This is an optimization exercise on Yosys and OpenROAD, whose aim is small area and a short achievable clock period, not a production implementation.
Function was checked by simulation only, so behaviour that the tests miss may differ from the original.
Power and IR drop assume default switching activity.

==> flow/design.v <==
module processador_pipeline_modular(
    input clock,
    input reset,
    output [31:0] imem_addr,
    input  [31:0] imem_data,
    output [31:0] dmem_addr,
    output [31:0] dmem_wdata,
    output        dmem_we,
    output        dmem_re,
    input  [31:0] dmem_rdata
);
    localparam NOP = 32'h00000013;
    reg  [31:0] pc;
    reg  [31:0] ifid_inst, ifid_pc;
    reg         ifid_st, ifid_br;    
    reg         idex_regwrite, idex_memread, idex_memwrite, idex_branch;
    reg  [4:0]  idex_rd;
    reg  [31:0] idex_rd1, idex_rd2;
    reg  [11:0] idex_imm;
    reg         idex_imm_s;
    reg  [31:0] idex_pc;
    reg         idex_a_m, idex_a_w, idex_a_r;           
    reg         idex_b_m, idex_b_w, idex_b_r, idex_b_i;  
    reg         idex_s_m, idex_s_w, idex_s_r;           
    reg         idex_add, idex_sub, idex_or, idex_srl, idex_and;
    reg  [31:0] exmem_alu, exmem_wdata;
    reg  [4:0]  exmem_rd;
    reg         exmem_regwrite, exmem_memread, exmem_memwrite, exmem_taken;
    reg  [31:0] memwb_data;
    reg  [4:0]  memwb_rd;
    reg         memwb_regwrite;
    wire        wb_we = memwb_regwrite && (memwb_rd != 5'd0);
    wire [1023:0] rf_flat;
    wire [31:0]   rf_valid;
    assign rf_flat[31:0] = 32'b0;
    assign rf_valid[0]   = 1'b0;
    genvar g;
    generate
        for (g = 1; g < 32; g = g + 1) begin : g_reg
            reg [31:0] q;
            reg        v;
            always @(posedge clock)
                if (wb_we && (memwb_rd == g))
                    q <= memwb_data;
            always @(posedge clock or posedge reset)
                if (reset)
                    v <= 1'b0;
                else if (wb_we && (memwb_rd == g))
                    v <= 1'b1;
            assign rf_flat[32*g +: 32] = q;
            assign rf_valid[g] = v;
        end
    endgenerate
    wire [6:0] opcode = ifid_inst[6:0];
    wire [4:0] rs1    = ifid_inst[19:15];
    wire [4:0] rs2    = ifid_inst[24:20];
    wire [4:0] rd     = ifid_inst[11:7];
    wire [2:0] funct3 = ifid_inst[14:12];
    wire [6:0] funct7 = ifid_inst[31:25];
    wire is_r  = (opcode == 7'b0110011);
    wire is_ld = (opcode == 7'b0000011);
    wire is_ai = (opcode == 7'b0010011);
    wire is_st = ifid_st;
    wire is_br = ifid_br;
    wire id_regwrite = is_r | is_ld | is_ai;
    wire id_alusrc   = is_ld | is_ai | is_st;
    reg id_add, id_sub, id_or, id_srl, id_and;
    always @(*) begin
        id_add = 1'b0; id_sub = 1'b0; id_or = 1'b0; id_srl = 1'b0; id_and = 1'b0;
        if (is_br)
            id_sub = 1'b1;
        else if (is_ai)
            id_and = 1'b1;
        else if (is_r) begin
            case (funct3)
                3'b000: if (funct7 == 7'b0100000) id_sub = 1'b1; else id_add = 1'b1;
                3'b110: id_or = 1'b1;
                3'b101: if (funct7 == 7'b0000000) id_srl = 1'b1; else id_and = 1'b1;
                default: id_and = 1'b1;
            endcase
        end else
            id_add = 1'b1;
    end
    wire [11:0] id_imm = is_st ? {ifid_inst[31:25], ifid_inst[11:7]} :
                         is_br ? {ifid_inst[7], ifid_inst[30:25], ifid_inst[11:8], 1'b0} :
                                 ifid_inst[31:20];
    wire        v1 = rf_valid[rs1];
    wire        v2 = rf_valid[rs2];
    wire [31:0] sel1 = (32'b1 << rs1) & rf_valid;
    wire [31:0] sel2 = (32'b1 << rs2) & rf_valid;
    reg  [31:0] id_rd1, id_rd2;
    integer i;
    always @(*) begin
        id_rd1 = {27'b0, rs1 & {5{~v1}}};
        id_rd2 = {27'b0, rs2 & {5{~v2}}};
        for (i = 1; i < 32; i = i + 1) begin
            id_rd1 = id_rd1 | ({32{sel1[i]}} & rf_flat[32*i +: 32]);
            id_rd2 = id_rd2 | ({32{sel2[i]}} & rf_flat[32*i +: 32]);
        end
    end
    wire stall = idex_memread && (idex_rd != 5'd0) && ((idex_rd == rs1) || (idex_rd == rs2));
    wire m1 = idex_regwrite  && (idex_rd  != 5'd0) && (idex_rd  == rs1);
    wire w1 = exmem_regwrite && (exmem_rd != 5'd0) && (exmem_rd == rs1);
    wire m2 = idex_regwrite  && (idex_rd  != 5'd0) && (idex_rd  == rs2);
    wire w2 = exmem_regwrite && (exmem_rd != 5'd0) && (exmem_rd == rs2);
    wire [31:0] wb_data = memwb_data;
    wire [31:0] ex_a  = ({32{idex_a_m}} & exmem_alu) | ({32{idex_a_w}} & wb_data) | ({32{idex_a_r}} & idex_rd1);
    wire [31:0] ex_sd = ({32{idex_s_m}} & exmem_alu) | ({32{idex_s_w}} & wb_data) | ({32{idex_s_r}} & idex_rd2);
    wire [31:0] ex_b  = ({32{idex_b_m}} & exmem_alu) | ({32{idex_b_w}} & wb_data) | ({32{idex_b_r}} & idex_rd2) |
                        ({32{idex_b_i}} & {{20{idex_imm_s}}, idex_imm});
    wire [32:0] ex_sum33 = {ex_a, 1'b1} + {ex_b ^ {32{idex_sub}}, idex_sub};
    wire [31:0] ex_sum = ex_sum33[32:1];
    wire [31:0] ex_shr = (|ex_b[31:5]) ? 32'b0 : (ex_a >> ex_b[4:0]);
    wire [31:0] ex_res = ({32{idex_add | idex_sub}} & ex_sum) |
                         ({32{idex_or}}  & (ex_a | ex_b)) |
                         ({32{idex_and}} & (ex_a & ex_b)) |
                         ({32{idex_srl}} & ex_shr);
    wire ex_taken = idex_branch && (ex_a == ex_sd);
    wire taken = exmem_taken;
    assign dmem_addr  = exmem_alu;
    assign dmem_wdata = exmem_wdata;
    assign dmem_we    = exmem_memwrite;
    assign dmem_re    = exmem_memread;
    wire [31:0] mem_wb_next = exmem_memread ? dmem_rdata : exmem_alu;
    assign imem_addr = pc;
    always @(posedge clock or posedge reset) begin
        if (reset)
            pc <= 32'b0;
        else if (!stall)
            pc <= taken ? idex_pc + {{20{idex_imm_s}}, idex_imm} : pc + 32'd4;
    end
    always @(posedge clock or posedge reset) begin
        if (reset) begin
            ifid_inst <= NOP;
            ifid_pc   <= 32'b0;
            ifid_st   <= 1'b0;
            ifid_br   <= 1'b0;
        end else if (!stall) begin
            ifid_inst <= taken ? NOP : imem_data;
            ifid_pc   <= pc;
            ifid_st   <= !taken && (imem_data[6:0] == 7'b0100011);
            ifid_br   <= !taken && (imem_data[6:0] == 7'b1100011);
        end
    end
    always @(posedge clock or posedge reset) begin
        if (reset) begin
            idex_regwrite <= 1'b0; idex_memread <= 1'b0;
            idex_memwrite <= 1'b0; idex_branch  <= 1'b0;
        end else if (taken || stall) begin
            idex_regwrite <= 1'b0; idex_memread <= 1'b0;
            idex_memwrite <= 1'b0; idex_branch  <= 1'b0;
        end else begin
            idex_regwrite <= id_regwrite; idex_memread <= is_ld;
            idex_memwrite <= is_st;       idex_branch  <= is_br;
        end
    end
    always @(posedge clock)
        if (!(taken || stall)) begin
            idex_pc    <= ifid_pc;
            idex_imm   <= id_imm;
            idex_imm_s <= ifid_inst[31];
        end
    always @(posedge clock) begin
        idex_rd    <= rd;
        idex_rd1   <= id_rd1;
        idex_rd2   <= id_rd2;
        idex_a_m   <= m1;
        idex_a_w   <= !m1 && w1;
        idex_a_r   <= !m1 && !w1;
        idex_s_m   <= m2;
        idex_s_w   <= !m2 && w2;
        idex_s_r   <= !m2 && !w2;
        idex_b_m   <= !id_alusrc && m2;
        idex_b_w   <= !id_alusrc && !m2 && w2;
        idex_b_r   <= !id_alusrc && !m2 && !w2;
        idex_b_i   <= id_alusrc;
        idex_add   <= id_add;
        idex_sub   <= id_sub;
        idex_or    <= id_or;
        idex_srl   <= id_srl;
        idex_and   <= id_and;
    end
    always @(posedge clock or posedge reset) begin
        if (reset) begin
            exmem_regwrite <= 1'b0; exmem_memread <= 1'b0;
            exmem_memwrite <= 1'b0; exmem_taken   <= 1'b0;
        end else begin
            exmem_regwrite <= idex_regwrite; exmem_memread <= idex_memread;
            exmem_memwrite <= idex_memwrite; exmem_taken   <= ex_taken;
        end
    end
    always @(posedge clock) begin
        exmem_alu   <= ex_res;
        exmem_wdata <= ex_sd;
        exmem_rd    <= idex_rd;
    end
    always @(posedge clock or posedge reset) begin
        if (reset)
            memwb_regwrite <= 1'b0;
        else
            memwb_regwrite <= exmem_regwrite;
    end
    always @(posedge clock) begin
        memwb_data <= mem_wb_next;
        memwb_rd   <= exmem_rd;
    end
endmodule
export LEC_CHECK = 0
export CAP_MARGIN = 20
export CORE_MARGIN = 2
export CORE_UTILIZATION = 45
export SLEW_MARGIN = 20
create_clock -name core_clock -period 13.0 [get_ports {clock}]
standard.sh (not shown) runs the stock make flow with config.mk's settings and CLKGATE_MAP_FILE= SYNTH_SCRIPT=/design/flow/synth_recipe.tcl, a recipe that flattens the netlist after the stock synthesis.
==> flow/flow/run.sh <==
#!/bin/bash
# Standard ORFS flow (the standard.sh) with a timing-driven repair margin,
# port buffers of a fixed drive, and a clock tree of large clusters without
# dummy loads. The full make output is kept in flow_make.log.
set -uo pipefail
bash standard.sh \
  SETUP_SLACK_MARGIN=9.0 \
  MATCH_CELL_FOOTPRINT=0 \
  "BUFFER_PORTS_ARGS=-buffer_cell sky130_fd_sc_hd__buf_2" \
  "CTS_ARGS=-sink_clustering_enable -repair_clock_nets -dont_use_dummy_load -buf_list sky130_fd_sc_hd__clkbuf_16 -sink_clustering_size 20 -sink_clustering_max_diameter 200" \
  finish > flow_make.log 2>&1
rc=$?
tail -20 flow_make.log
exit $rc
Rerun with:
--- a/flow/flow/run.sh
+++ b/flow/flow/run.sh
@@ -5,5 +5,5 @@
 set -uo pipefail
 bash standard.sh \
-  SETUP_SLACK_MARGIN=9.0 \
+  SETUP_SLACK_MARGIN=9.3 \
   MATCH_CELL_FOOTPRINT=0 \
   "BUFFER_PORTS_ARGS=-buffer_cell sky130_fd_sc_hd__buf_2" \
Total power is higher by 1.8%.
Non-clock buffer count rose by 91.
Setup slack gains 0.055 ns.
Die area stays the same.
Clock-buffer cell count stays the same.
Sequential power falls by about 1%.
Cell area climbs by 2.3%.
Area after synthesis is unchanged.

---

indigo:
Another version of the RTL of processador_pipeline_modular (not shown whole).
For scale: about 4600 cells after synthesis, ~1300 flip-flops, ~160 I/O pins.
## processador_pipeline_modular
module processador_pipeline_modular(
    input clock,
    input reset,
    output [31:0] imem_addr,
    input  [31:0] imem_data,
    output [31:0] dmem_addr,
    output [31:0] dmem_wdata,
    output        dmem_we,
    output        dmem_re,
    input  [31:0] dmem_rdata
);
==> flow/config.mk <==
export PLATFORM = sky130hd
export DESIGN_NAME = processador_pipeline_modular
export DESIGN_NICKNAME = processador_pipeline_modular
export VERILOG_FILES = /design/flow/design.v
export SDC_FILE = /design/flow/constraint.sdc
export NUM_CORES = 4
export LEC_CHECK = 0
export CAP_MARGIN = 20
export CORE_MARGIN = 2
export CORE_UTILIZATION = 45
export SLEW_MARGIN = 20
==> flow/constraint.sdc <==
create_clock -name core_clock -period 13.0 [get_ports {clock}]
set_input_delay 2.6000 -clock core_clock [delete_from_list [all_inputs] [get_ports {clock}]]
set_output_delay 2.6000 -clock core_clock [all_outputs]
set_load 0.01 [all_outputs]
==> flow/flow/run.sh <==
#!/bin/bash
# Standard ORFS flow (the standard.sh) with a timing-driven repair margin,
# port buffers of a fixed drive, and a clock tree of large clusters without
# dummy loads. The full make output is kept in flow_make.log.
set -uo pipefail
bash standard.sh \
  SETUP_SLACK_MARGIN=9.15 \
  MATCH_CELL_FOOTPRINT=0 \
  "BUFFER_PORTS_ARGS=-buffer_cell sky130_fd_sc_hd__buf_2" \
  "CTS_ARGS=-sink_clustering_enable -repair_clock_nets -dont_use_dummy_load -buf_list sky130_fd_sc_hd__clkbuf_16 -sink_clustering_size 20 -sink_clustering_max_diameter 200" \
  finish > flow_make.log 2>&1
rc=$?
tail -20 flow_make.log
exit $rc
Relative to indigo, the following input files were edited for amber:
-- flow/flow/run.sh --
<<< indigo, line 6
bash standard.sh \
  SETUP_SLACK_MARGIN=9.15 \
  MATCH_CELL_FOOTPRINT=0 \
>>> amber, line 6
bash standard.sh \
  SETUP_SLACK_MARGIN=9.3 \
  MATCH_CELL_FOOTPRINT=0 \
Results
Per the comparison of amber with indigo, final clock period utilization by the worst path shows a reduction of 0.56 points, met3 demand-to-capacity share in global routing higher. | maximum single-stage delay on the critical path | higher: indigo |. Re final antenna diode count: indigo and amber aren't equal, and the higher value belongs to indigo. Of indigo and amber, the lower share of the final layout cell area in multi-input gates belongs to amber. Worst hold slack across all endpoints was higher in the run labelled amber. indigo has lower worst setup slack than amber. The non-clock buffer total of the final layout in amber is 1.08 times that in indigo. amber vs. indigo: fill cell total of the finished layout decreased 1.4%, total power of the final layout increased 30 uW.

==> what the ideal ports hide <==
In the flow no input, the clock included, has a driving cell. The finished layouts below were timed again as built, in two steps. Step 1 sets driving cells, clkbuf_16 on the clock port and buf_2 on the other inputs (assumed; they add their load-dependent delay and slew). Step 2, shift: input delay + t, output delay - t, t = (earliest + latest rising clock arrival at the registers) / 2. This alone moves slack from input paths to output paths. Three values: no drivers, after step 1, after step 2; two values: the first two.
run	t (ns)	setup WS [ns]	worst setup path at the end
the first run of note 1	0.780	8.999 / 8.915 / 8.859	input, reset recovery
the second run of note 1	0.761	9.053 / 8.976 / 9.036	input, reset recovery
indigo	0.764	9.093 / 9.015 / 9.107	register to register
amber	0.752	9.166 / 9.089 / 9.331	register to register
After both steps setup and hold are still met in every run listed. The setup slack of the first run of note 1, which loses most, moves by -0.084 ns with the drivers and by -0.140 ns with both steps. Setup slack includes reset recovery checks.
